This design comes from an exercise in tuning for small area on the open sky130 flow, not from production work. The RTL was checked by simulation tests, not by an equivalence proof against the original design. Power and IR drop assume default switching activity.

File: flow/constraint.sdc
create_clock -name core_clock -period 20.0 [get_ports {CLOCK_50}]
set_input_delay 4.0000 -clock core_clock [delete_from_list [all_inputs] [get_ports {CLOCK_50}]]
set_output_delay 4.0000 -clock core_clock [all_outputs]
set_load 0.01 [all_outputs]
File: flow/config.mk
export PLATFORM = sky130hd
export DESIGN_NAME = final_project_6
export DESIGN_NICKNAME = final_project_6
export VERILOG_FILES = /design/flow/design.v
export SDC_FILE = /design/flow/constraint.sdc
export NUM_CORES = 4
export LEC_CHECK = 0
export CAP_MARGIN = 20
export CORE_MARGIN = 2
export CORE_UTILIZATION = 40
export SLEW_MARGIN = 20
File: flow/run.sh
#!/bin/bash
# synth_recipe.tcl (not shown) runs the flow's synth.tcl, then flattens the netlist and writes it again
# the make line also repeats each setting of config.mk as NAME=value (left out here)
make -C /OpenROAD-flow-scripts/flow DESIGN_CONFIG=/design/flow/config.mk WORK_HOME=/design/flow/orfs CLKGATE_MAP_FILE= SYNTH_SCRIPT=/design/flow/synth_recipe.tcl finish
File: flow/design.v
module final_project_6(
	input CLOCK_50,
	input RESET_N,           
	input [2:0] BUTTON,
	input [9:0] SW,
	output [0:6]	HEX0,HEX1,HEX2,HEX3,
	output VGA_HS,		 
	output VGA_VS,		 
	output VGA_BLANK,		 
	output VGA_SYNC,		 
	output [3:0] VGA_R,  	 
	output [3:0] VGA_G,		 
	output [3:0] VGA_B   	 
);
	wire [3:0]	mVGA_R;
	wire [3:0]	mVGA_G;
	wire [3:0]	mVGA_B;
	wire [9:0]	mCoord_X;
	wire [9:0]	mCoord_Y;
	wire [3:0] r, g, b;
	game game(BUTTON[1], BUTTON[0], BUTTON[2], CLOCK_50, RESET_N, mCoord_X, mCoord_Y, r, g, b, HEX0, HEX1, HEX2, HEX3);
	assign mVGA_R = r;
	assign mVGA_G = g;
	assign mVGA_B = b;
	vga u1(
	   .iCLK(CLOCK_50),
	   .iRST_N(RESET_N&SW[9]),
	   .iRed(mVGA_R),
	   .iGreen(mVGA_G),
	   .iBlue(mVGA_B),
	   .px(mCoord_X),
	   .py(mCoord_Y),
	   .VGA_R(VGA_R),
	   .VGA_G(VGA_G),
	   .VGA_B(VGA_B),
	   .VGA_H_SYNC(VGA_HS),
	   .VGA_V_SYNC(VGA_VS),
	   .VGA_SYNC(VGA_SYNC),
	   .VGA_BLANK(VGA_BLANK)
	);
endmodule
module game(input jump, input jump2, input reset, input clk, input rst_n, input [9:0] x, input [9:0] y,
	output [3:0] red, output [3:0] green, output [3:0] blue,
	output [0:6] HEX0, output [0:6] HEX1, output [0:6] HEX2, output [0:6] HEX3);
	localparam SCW = 16;
	function [10:0] diff;
		input [9:0] a, b;
		integer i;
		reg bw;
		begin
			bw = 1'b0;
			for (i = 0; i < 10; i = i + 1) begin
				diff[i] = a[i] ^ b[i] ^ bw;
				bw = (~a[i] & b[i]) | (~(a[i] ^ b[i]) & bw);
			end
			diff[10] = bw;
		end
	endfunction
	function ge10;
		input [9:0] a, b;
		integer i;
		reg g;
		begin
			g = 1'b1;
			for (i = 0; i < 10; i = i + 1)
				g = (a[i] & ~b[i]) | ((a[i] | ~b[i]) & g);
			ge10 = g;
		end
	endfunction
	function sge11;
		input [10:0] a, b;
		integer i;
		reg g;
		reg [10:0] ua, ub;
		begin
			ua = a ^ 11'h400;
			ub = b ^ 11'h400;
			g = 1'b1;
			for (i = 0; i < 11; i = i + 1)
				g = (ua[i] & ~ub[i]) | ((ua[i] | ~ub[i]) & g);
			sge11 = g;
		end
	endfunction
	function gtsc;
		input [SCW-1:0] a, b;
		integer i;
		reg g;
		begin
			g = 1'b0;
			for (i = 0; i < SCW; i = i + 1)
				g = (a[i] & ~b[i]) | ((a[i] | ~b[i]) & g);
			gtsc = g;
		end
	endfunction
	function [9:0] dec10;
		input [9:0] a;
		integer i;
		reg bw;
		begin
			bw = 1'b1;
			for (i = 0; i < 10; i = i + 1) begin
				dec10[i] = a[i] ^ bw;
				bw = ~a[i] & bw;
			end
		end
	endfunction
	function [8:0] inc9;
		input [8:0] a;
		integer i;
		reg c;
		begin
			c = 1'b1;
			for (i = 0; i < 9; i = i + 1) begin
				inc9[i] = a[i] ^ c;
				c = a[i] & c;
			end
		end
	endfunction
	function inr;
		input [9:0] v, lo, hi;
		inr = ge10(v, lo) & ge10(hi, v);
	endfunction
	reg [8:0] cnt;
	reg [2:0] sub;
	wire ptick = (cnt == 9'd499);
	wire btick = ptick & (sub == 3'd5);
	always @(posedge clk)
		if (!rst_n) begin
			cnt <= 9'd0;
			sub <= 3'd0;
		end else begin
			cnt <= ptick ? 9'd0 : inc9(cnt);
			if (ptick) sub <= (sub == 3'd5) ? 3'd0 : {sub[1:0] == 2'b11 ? ~sub[2] : sub[2],
			                                          sub[1] ^ sub[0], ~sub[0]};
		end
	reg [9:0] l1, l2, l3;
	reg n1, n2, n3;
	reg [3:0] f1, f2, f3;
	always @(posedge clk)
		if (!rst_n) begin
			l1 <= 10'd120; n1 <= 1'b1; f1 <= 4'hf;
			l2 <= 10'd360; n2 <= 1'b1; f2 <= 4'hf;
			l3 <= 10'd600; n3 <= 1'b1; f3 <= 4'hf;
		end else if (ptick) begin
			if (n1 && l1 == 10'd0) begin
				l1 <= 10'd800; n1 <= 1'b0; f1 <= {f1[0] ^ f1[1], f1[3:1]};
			end else if (!n1 && l1 == 10'd720) n1 <= 1'b1;
			else l1 <= dec10(l1);
			if (n2 && l2 == 10'd0) begin
				l2 <= 10'd800; n2 <= 1'b0; f2 <= {f2[0] ^ f2[1], f2[3:1]};
			end else if (!n2 && l2 == 10'd720) n2 <= 1'b1;
			else l2 <= dec10(l2);
			if (n3 && l3 == 10'd0) begin
				l3 <= 10'd800; n3 <= 1'b0; f3 <= {f3[0] ^ f3[1], f3[3:1]};
			end else if (!n3 && l3 == 10'd720) n3 <= 1'b1;
			else l3 <= dec10(l3);
		end
	wire [9:0] h1 = (f1 == 4'd0) ? 10'd300 : (f1 == 4'd1) ? 10'd220 : (f1 == 4'd2) ? 10'd170 : (f1 == 4'd3) ? 10'd290 :
	                (f1 == 4'd4) ? 10'd250 : (f1 == 4'd5) ? 10'd180 : (f1 == 4'd6) ? 10'd390 : (f1 == 4'd7) ? 10'd340 :
	                (f1 == 4'd8) ? 10'd305 : (f1 == 4'd9) ? 10'd150 : (f1 == 4'd10) ? 10'd400 : (f1 == 4'd11) ? 10'd222 :
	                (f1 == 4'd12) ? 10'd333 : (f1 == 4'd13) ? 10'd166 : (f1 == 4'd14) ? 10'd276 : 10'd199;
	wire [9:0] h2 = (f2 == 4'd0) ? 10'd199 : (f2 == 4'd1) ? 10'd222 : (f2 == 4'd2) ? 10'd170 : (f2 == 4'd3) ? 10'd250 :
	                (f2 == 4'd4) ? 10'd150 : (f2 == 4'd5) ? 10'd400 : (f2 == 4'd6) ? 10'd305 : (f2 == 4'd7) ? 10'd166 :
	                (f2 == 4'd8) ? 10'd180 : (f2 == 4'd9) ? 10'd340 : (f2 == 4'd10) ? 10'd290 : (f2 == 4'd11) ? 10'd300 :
	                (f2 == 4'd12) ? 10'd390 : (f2 == 4'd13) ? 10'd220 : (f2 == 4'd14) ? 10'd276 : 10'd333;
	wire [9:0] h3 = (f3 == 4'd0) ? 10'd191 : (f3 == 4'd1) ? 10'd400 : (f3 == 4'd2) ? 10'd273 : (f3 == 4'd3) ? 10'd244 :
	                (f3 == 4'd4) ? 10'd390 : (f3 == 4'd5) ? 10'd320 : (f3 == 4'd6) ? 10'd178 : (f3 == 4'd7) ? 10'd166 :
	                (f3 == 4'd8) ? 10'd180 : (f3 == 4'd9) ? 10'd200 : (f3 == 4'd10) ? 10'd290 : (f3 == 4'd11) ? 10'd390 :
	                (f3 == 4'd12) ? 10'd222 : (f3 == 4'd13) ? 10'd292 : (f3 == 4'd14) ? 10'd311 : 10'd340;
	wire [9:0] bx1, by1, bx2, by2;
	wire hit1, hit2;
	wire [SCW-1:0] score1, score2;
	wire [3:0] sF1, sS1, sF2, sS2;
	wire eng = (sub == 3'd5) && (cnt[8:4] == 5'd0) && (cnt[2:1] != 2'd3);
	wire eb = cnt[3];
	wire [1:0] ek = cnt[2:1];
	wire eop = cnt[0];
	reg [9:0] eu, ev;
	reg en;
	always @* begin
		case ({eb, eop})
			2'b00: eu = bx1;
			2'b01: eu = by1;
			2'b10: eu = bx2;
			default: eu = by2;
		endcase
		case ({ek, eop})
			3'b000: ev = l1;
			3'b001: ev = h1;
			3'b010: ev = l2;
			3'b011: ev = h2;
			3'b100: ev = l3;
			default: ev = h3;
		endcase
		case (ek)
			2'd0: en = n1;
			2'd1: en = n2;
			default: en = n3;
		endcase
	end
	wire [10:0] ed = diff(eu, ev);
	wire colx = en && sge11(ed, 11'd30) && sge11(11'd140, ed);
	wire sx = en && sge11(ed, 11'd20) && sge11(11'd70, ed);
	wire rowc = !ed[10] || sge11(-11'sd90, ed);
	wire syup = sge11(ed, -11'sd110) && sge11(11'd10, ed);
	wire sydn = sge11(ed, -11'sd130) && sge11(-11'sd10, ed);
	reg t_colx, t_sx;
	reg [1:0] colidx1, colidx2, sxidx1, sxidx2;
	reg up1, up2, dn1, dn2;
	wire [1:0] kk = {ek[0], ~ek[0]} | {ek[1], ek[1]};
	always @(posedge clk)
		if (eng) begin
			if (!eop) begin
				t_colx <= colx;
				t_sx <= sx;
			end else if (!eb) begin
				if (t_colx && rowc) colidx1 <= kk; else if (ek == 2'd0) colidx1 <= 2'd0;
				if (t_sx) begin sxidx1 <= kk; up1 <= syup; dn1 <= sydn; end
				else if (ek == 2'd0) sxidx1 <= 2'd0;
			end else begin
				if (t_colx && rowc) colidx2 <= kk; else if (ek == 2'd0) colidx2 <= 2'd0;
				if (t_sx) begin sxidx2 <= kk; up2 <= syup; dn2 <= sydn; end
				else if (ek == 2'd0) sxidx2 <= 2'd0;
			end
		end
	wire [3:1] h250 = {inr(h3, 10'd250, 10'd370), inr(h2, 10'd250, 10'd370), inr(h1, 10'd250, 10'd370)};
	wire [3:1] rstwin = {n3 && inr(l3, 10'd265, 10'd315), n2 && inr(l2, 10'd265, 10'd315),
	                     n1 && inr(l1, 10'd265, 10'd315)};
	wire [3:1] rstsc = h250 & rstwin;
	wire [3:1] aok = {n3 || ge10(l3, 10'd726), n2 || ge10(l2, 10'd726), n1 || ge10(l1, 10'd726)};
	wire [3:1] clr = ~aok & {l3 != 10'd725, l2 != 10'd725, l1 != 10'd725};
	bird #(.SCW(SCW)) b1 (clk, rst_n, btick, jump, reset, l1, l2, l3, h250, rstsc, aok, clr,
		colidx1, sxidx1, up1, dn1, bx1, by1, hit1, score1, sF1, sS1);
	bird #(.SCW(SCW)) b2 (clk, rst_n, btick, jump2, reset, l1, l2, l3, h250, rstsc, aok, clr,
		colidx2, sxidx2, up2, dn2, bx2, by2, hit2, score2, sF2, sS2);
	wire [10:0] dxb1 = diff(bx1, x);
	wire [10:0] dyb1 = diff(by1, y);
	wire [10:0] dxb2 = diff(bx2, x);
	wire [10:0] dyb2 = diff(by2, y);
	wire bird1_on = ge10(bx1, 10'd30) && !dxb1[10] && ge10(10'd30, dxb1[9:0]) &&
	                ge10(by1, 10'd30) && !dyb1[10] && ge10(10'd30, dyb1[9:0]);
	wire bird2_on = ge10(bx2, 10'd30) && !dxb2[10] && ge10(10'd30, dxb2[9:0]) &&
	                ge10(by2, 10'd30) && !dyb2[10] && ge10(10'd30, dyb2[9:0]);
	wire [10:0] dxp1 = diff(x, l1);
	wire [10:0] dxp2 = diff(x, l2);
	wire [10:0] dxp3 = diff(x, l3);
	wire [10:0] dyp1 = diff(y, h1);
	wire [10:0] dyp2 = diff(y, h2);
	wire [10:0] dyp3 = diff(y, h3);
	wire pipe1_on = n1 && !dxp1[10] && ge10(10'd80, dxp1[9:0]) && (!dyp1[10] || sge11(-11'sd120, dyp1));
	wire pipe2_on = n2 && !dxp2[10] && ge10(10'd80, dxp2[9:0]) && (!dyp2[10] || sge11(-11'sd120, dyp2));
	wire pipe3_on = n3 && !dxp3[10] && ge10(10'd80, dxp3[9:0]) && (!dyp3[10] || sge11(-11'sd120, dyp3));
	wire gt12 = gtsc(score1, score2);
	wire lt12 = gtsc(score2, score1);
	reg [2:0] idx;
	always @* begin
		if (ge10(y, 10'd540))
			idx = 3'd7;
		else if (bird1_on)
			idx = 3'd3;
		else if (bird2_on)
			idx = 3'd5;
		else if (pipe1_on || pipe2_on || pipe3_on)
			idx = 3'd2;
		else
			idx = 3'd6;
		if (hit1 && hit2) begin
			if (inr(x, 30, 770) && inr(y, 50, 570))
				idx = 3'd0;
			if (inr(x, 130, 510) && inr(y, 100, 400)) begin
				idx = 3'd7;
				if (inr(x, 130, 170) && inr(y, 100, 350)) idx = 3'd0;
				if (inr(x, 240, 410) && inr(y, 200, 250)) idx = 3'd0;
				if (inr(x, 290, 337) && inr(y, 150, 350)) idx = 3'd0;
				if (inr(x, 460, 560) && inr(y, 100, 350)) idx = 3'd0;
			end
			if (gt12) begin
				if (inr(x, 560, 620) && inr(y, 100, 350))
					idx = 3'd7;
			end else if (lt12) begin
				if (inr(x, 560, 620) && inr(y, 100, 350))
					idx = 3'd7;
				if (inr(x, 660, 720) && inr(y, 100, 350))
					idx = 3'd7;
			end else begin
				if (inr(x, 560, 720) && inr(y, 180, 220))
					idx = 3'd7;
				if (inr(x, 560, 720) && inr(y, 250, 290))
					idx = 3'd7;
			end
		end
	end
	assign red = {4{idx[0]}};
	assign green = {4{idx[1]}};
	assign blue = {4{idx[2]}};
	BCD DisplayScoreFirst(sF1, HEX2);
	BCD DisplayScoreSecond(sS1, HEX3);
	BCD DisplayScoreFirst2(sF2, HEX0);
	BCD DisplayScoreSecond2(sS2, HEX1);
endmodule
module bird #(parameter SCW = 16) (
	input clk, input rst_n, input tick, input jump_n, input reset_n,
	input [9:0] l1, input [9:0] l2, input [9:0] l3,
	input [3:1] h250, input [3:1] rstsc, input [3:1] aok, input [3:1] clr,
	input [1:0] colidx, input [1:0] sxidx, input up, input dn,
	output reg [9:0] bxp, output reg [9:0] by, output reg hit,
	output reg [SCW-1:0] score, output reg [3:0] sF, output reg [3:0] sS);
	function [9:0] add10;
		input [9:0] a, b;
		integer i;
		reg c;
		begin
			c = 1'b0;
			for (i = 0; i < 10; i = i + 1) begin
				add10[i] = a[i] ^ b[i] ^ c;
				c = (a[i] & b[i]) | (a[i] & c) | (b[i] & c);
			end
		end
	endfunction
	function [SCW-1:0] incs;
		input [SCW-1:0] a;
		input ci;
		integer i;
		reg c;
		begin
			c = ci;
			for (i = 0; i < SCW; i = i + 1) begin
				incs[i] = a[i] ^ c;
				c = a[i] & c;
			end
		end
	endfunction
	function [3:0] inc4;
		input [3:0] a;
		inc4 = {a[3] ^ (a[2] & a[1] & a[0]), a[2] ^ (a[1] & a[0]), a[1] ^ a[0], ~a[0]};
	endfunction
	reg [3:1] c;
	reg [9:0] nbx, nby;
	reg nhit, rst_b;
	reg [3:1] s;
	wire [3:1] sxh = {sxidx == 2'd3, sxidx == 2'd2, sxidx == 2'd1};
	always @* begin
		nbx = bxp;
		nby = by;
		nhit = hit;
		rst_b = 1'b0;
		s = 3'b000;
		if (!jump_n && !hit) begin
			nby = (by == 10'd0) ? 10'd0 : add10(by, -10'sd10);
			if (up) s = sxh;
		end else if (!reset_n) begin
			nby = 10'd250;
			nhit = 1'b0;
			nbx = 10'd335;
			rst_b = 1'b1;
			s = rstsc;
		end else if (by == 10'd0) begin
			nby = 10'd250;
			nhit = 1'b1;
			s = sxh & h250;
		end else if (by == 10'd540) begin
			nby = 10'd540;
			nhit = 1'b1;
		end else if (colidx != 2'd0) begin
			nbx = (colidx == 2'd1) ? l1 : (colidx == 2'd2) ? l2 : l3;
			nhit = 1'b1;
		end else begin
			nby = add10(by, 10'd10);
			if (dn) s = sxh;
		end
		s = hit ? 3'b000 : (s & ~c);
	end
	wire sc = |s;
	wire ten = (sF == 4'd10);
	wire carry = ten & (aok[1] | aok[2] | s[3]);
	always @(posedge clk)
		if (!rst_n) begin
			bxp <= 10'd335;
			by <= 10'd250;
			hit <= 1'b0;
			c <= 3'b000;
			score <= 0;
			sF <= 4'd0;
			sS <= 4'd0;
		end else if (tick) begin
			bxp <= nbx;
			by <= nby;
			hit <= nhit;
			c <= s | (c & ~clr);
			score <= incs(rst_b ? {SCW{1'b0}} : score, sc);
			if (carry) begin
				sF <= 4'd0;
				sS <= inc4(sS);
			end else if (sc) begin
				sF <= inc4(sF);
				if (rst_b) sS <= 4'd0;
			end else if (rst_b) begin
				sF <= 4'd0;
				sS <= 4'd0;
			end
		end
endmodule
module BCD(temp, Display);
	input [3:0] temp;
	output [0:6] Display;
	assign Display [0:6] = (temp[3:0] == 4'b0000) ? 7'b0000001:
							(temp[3:0] == 4'b0001) ? 7'b1001111:
							(temp[3:0] == 4'b0010) ? 7'b0010010:
							(temp[3:0] == 4'b0011) ? 7'b0000110:
							(temp[3:0] == 4'b0100) ? 7'b1001100:
							(temp[3:0] == 4'b0101) ? 7'b0100100:
							(temp[3:0] == 4'b0110) ? 7'b0100000:
							(temp[3:0] == 4'b0111) ? 7'b0001111:
							(temp[3:0] == 4'b1000) ? 7'b0000000: 7'b0000100;
endmodule
module vga(
   input iCLK,
   input iRST_N,
   input [3:0] iRed,
   input [3:0] iGreen,
   input [3:0] iBlue,
   output [9:0] px,
   output [9:0] py,
   output  [3:0] VGA_R,
   output  [3:0] VGA_G,
   output  [3:0] VGA_B,
   output reg VGA_H_SYNC,
   output reg VGA_V_SYNC,
   output VGA_SYNC,
   output VGA_BLANK
);
function [9:0] inc10;
	input [9:0] a;
	integer i;
	reg c;
	begin
		c = 1'b1;
		for (i = 0; i < 10; i = i + 1) begin
			inc10[i] = a[i] ^ c;
			c = a[i] & c;
		end
	end
endfunction
function lt10;
	input [9:0] a, b;
	integer i;
	reg l;
	begin
		l = 1'b0;
		for (i = 0; i < 10; i = i + 1)
			l = (~a[i] & b[i]) | ((~a[i] | b[i]) & l);
		lt10 = l;
	end
endfunction
assign VGA_BLANK = VGA_H_SYNC & VGA_V_SYNC;
assign VGA_SYNC  = 1'b0;
reg [9:0] h_count, v_count;
assign px = h_count;
assign py = v_count;
always @(posedge iCLK)
	if (!iRST_N) begin
		h_count <= 10'd0;
		VGA_H_SYNC <= 1'b0;
	end else begin
		h_count <= inc10(h_count);
		VGA_H_SYNC <= (h_count[9:7] != 3'd0);
	end
wire v_last = (v_count == 10'd665);
always @(posedge iCLK)
	if (!iRST_N) begin
		v_count <= 10'd0;
		VGA_V_SYNC <= 1'b0;
	end else if (h_count == 10'd0) begin
		v_count <= v_last ? 10'd0 : inc10(v_count);
		VGA_V_SYNC <= (v_count[9:2] != 8'd0);
	end
wire video_on = lt10(h_count, 10'd800) & lt10(v_count, 10'd600);
assign VGA_R = video_on ? iRed : 4'b0000;
assign VGA_G = video_on ? iGreen : 4'b0000;
assign VGA_B = video_on ? iBlue : 4'b0000;
endmodule
==> metrics.cfg <==
[power_and_ir_drop]
leakagePower_nw=7.53
p_switching_uw=242
intPower_uw=576
clkPwrFrac_pct=41.9
p_sw_share_pct=29.6
p_seq_share_pct=46.6
combPwrFrac_pct=11.5
power_density_nw_per_um2=44.9
peakVddDrop_uv=47.0

[final_layout]
final_common_cell=nand2_1
multi_input_area_sq_um=11700
area_growth_pct=8.02
final_cell_mix=nand2_1, nor2_1, inv_1, dfxtp_1, ha_1
postLayoutCellArea_sq_um=18200
antenna_cells=0
drive_above_1_share_pct=4.46
nets=2375
num-fill-cells=4162
ff_latch_area_sq_um=3880
fin_cells=2648

[routing]
final_antenna_net_count=0
drt_iter0_markers=1393
firstDrtPassIters=7
route.detailed.drc=0
vias=15305
viasPerCell=5.78
wl_um=51100
wl_per_cell_um=19.3

[clocking]
root_buffer=clkbuf_16
cts.sinks=187
clockBufferDepth=2
post_cts_buffers=0
clock_latency_ns=0.48
cts.hold.buffers_added=0
htreeDepth=4
clkTransAtPathRegs_ns=0.08
cts_resized=0
cts_tree=done
cts_made_buffers=17

[worst_setup_path]
regToRegSetupSlack_ns=12.90
cp_num_buf_inv=5
cp-endpoint=VGA_B[2]
max_stage_delay_ns=0.72
crit_top_cell=fa_1
worstSetupPathType=flip-flop to output pin
worst_setup_path_start_kind=flip-flop
critPathTopFamily=adder cells
cp_slowest_cell=ha_1
cp.arrival_ns=8.47
rr_endpoint=game.colidx2[0]
cp_max_fo=21
r2r-start=game.cnt[0]
required_ns=16.00
cp.depth=25
end_kind=output pin
startpoint=game.f2[1]
r2r_cells=26

[synth]
synth_adder_area_share_pct=24.0
syn_area_per_cell_sq_um=7.87
yosysWarnings=3
synth_mux_area_share_pct=1.77
yosysSeqAreaShare_pct=23.0
synthTopCellsByArea=dfxtp_1, ha_1, fa_1
synth_top_family_by_area=adder cells
synth_top_area_cell=dfxtp_1
synth-simple-area-share_pct=22.7
syn_inst=2142
syn-num-nets=2421
yosysUniqueCellTypes=91
synth_compound_area_share_pct=20.2
ys.flop_type=dfxtp_1
async_flop_share_pct=0
yosys.area.top_type_share_pct=20.5
synth_area_sq_um=16900
synth-edff-count=14
synth_xor_xnor_area_share_pct=0.364
synth_seq_cells=187

[placement]
dpl-instance-area_sq_um=17600
dp_hpwl_um=39200
dpl.cell_count=2615
gp_congestion=0.965
port_buffers=48
place_ws_ns=8.05

[sta]
slew_headroom_pct=22.5
worstMarginPinSlew_ns=1.15
slew_violations=0
setup_tns_ns=0
final_hold_viol_count=0
holdWs_ns=0.458
finalCriticalPeriod_ns=12.47
fin_ws_ns=7.53
setup_viol=0
clock-skew-final_ns=0.0157
period_share_pct=62.4
timing.fmax_mhz=80.2
rsz0062_at_grt=false

[global_route]
grt_overflow=0
antenna_found_initial=1
grt_start_max_net_pins=75
grt_pass1_vias=14574
grt.total_usage_pct=23.9
grt_pass1_wl_um=82000

[floorplanning]
fp-row-count=75
die_area_sq_um=43800
coreArea_sq_um=41800
die_w_um=209
initial_core_util_pct=40.4
die_h_um=209
ios=59

[run_status]
status=timing/DRC/antenna clean

[hold_path]
min_path_type=flip-flop to flip-flop

[job]
drv_cap=0

-- Yosys cell counts, types with 32 or more instances --
cell type and count:
nor2_1 204, nand3_1 42, a21oi_1 152, fa_1 96
dfxtp_1 173, inv_1 200, o21ai_0 132, o211ai_1 32
ha_1 168, nand2_1 251, clkbuf_1 112, nor3_1 62
nor2b_1 37
-- final cells by class --
type / instances / area share (%)
multi-input combinational: 1617 / 64.1
sequential: 187 / 21.3
inverter: 203 / 4.18
tap: 539 / 3.70
timing repair buffer: 70 / 3.50
clock buffer: 17 / 2.34
clock inverter: 15 / 0.852
-- per-layer routing --
metal	vias to the layer above	global-route usage [%]	wire, um
li1	7427	-	-
met1	7347	32.2	23000
met2	467	38.2	23300
met3	62	4.83	3270
met4	2	8.23	1490
met5	-	0	12
-- state kept, by name, summed over array words and instances (netlist names), 9 cells and up --
signal,count
game.cnt,9
game.b2.score,16
game.b2.by,9
game.b1.bxp,10
game.l3,10
u1.v_count,10
game.b1.score,16
game.b2.bxp,10
game.b1.by,9
u1.h_count,10
game.l2,10
game.l1,10
-- power by group through the flow --
| stage | registers, mW | clock network [mW] | logic [mW] |
|---|---|---|---|
| 2_1_floorplan | 0.388 | 0 | 0.0638 |
| 3_3_place_gp | 0.390 | 0 | 0.0912 |
| 3_5_place_dp | 0.390 | 0 | 0.0915 |
| 4_1_cts | 0.381 | 0.352 | 0.0924 |
| 5_1_grt | 0.381 | 0.366 | 0.104 |
| 6_report | 0.381 | 0.343 | 0.0942 |
-- cells by family (layout without fill, tap and decap cells) --
| kind of cell | count (synthesis) | in the layout |
|---|---|---|
| mux | 18 | 18 |
| simple gates | 792 | 792 |
| other cells | 1 | 1 |
| compound gates | 532 | 532 |
| xor+xnor | 7 | 7 |
| flops | 187 | 187 |
| buf+inv | 338 | 305 |
| fa+ha+maj | 267 | 267 |
-- how the worst min path moves through the flow --
stage / startpoint / to / slack (ns) / cells past startpoint
after detailed placement: game.b1.score[4] / game.b1.score[4] / 0.45 / 2
after floorplan: game.b1.score[13] / game.b1.score[13] / 0.44 / 2
final: game.b1.score[3] / game.b1.score[3] / 0.46 / 2
after global placement: game.b1.score[4] / game.b1.score[4] / 0.44 / 2
after global routing: game.b1.score[4] / game.b1.score[4] / 0.47 / 2
after CTS: game.b1.score[4] / game.b1.score[4] / 0.46 / 2
-- through the flow --
stage / utilization, % / power (mW)
detailed placement: 42.2 / 0.481
global placement: 42.2 / 0.481
floorplan: - / 0.452
finish: 43.6 / 0.818
global route: 43.6 / 0.850
CTS: 43.6 / 0.825
-- worst register-to-register path, cell delays in order, from the launching register on --
cell      delay [ns]
dfxtp_1         0.83
inv_1           0.30
ha_1            0.33
nor2b_1         0.28
a222oi_1        0.51
a31oi_1         0.24
ha_1            0.23
inv_1           0.06
fa_1            0.16
inv_1           0.05
fa_1            0.37
fa_1            0.38
inv_1           0.08
fa_1            0.17
inv_1           0.05
fa_1            0.37
fa_1            0.37
inv_1           0.07
fa_1            0.15
inv_1           0.05
fa_1            0.38
fa_1            0.48
nor2_1          0.15
nand3_1         0.13
o21ai_0         0.38
nand2_1         0.08
and3_1          0.22

==> afterwards: timing with drivers on the ports <==
In the flow no input, the clock included, has a driving cell. The finished layout below was timed again as built, in two steps. Step 1 sets driving cells, clkbuf_16 on the clock port and buf_2 on the other inputs (assumed; they add their load-dependent delay and slew). Step 2, shift: input delay + t, output delay - t, t = (earliest + latest rising clock arrival at the registers) / 2. This alone moves slack from input paths to output paths. Three values: ideal, step 1, step 2; two values: the first two.
shift t [ns]: 0.527
setup slack, ns: 7.529 / 7.471 / 7.998
worst register clock-pin slew, ns: 0.08 / 0.08
pins driven straight from the clock port: 1
After both steps setup and hold are still met in this run. The setup slack of this run moves by -0.058 ns with the drivers and by +0.469 ns with both steps.
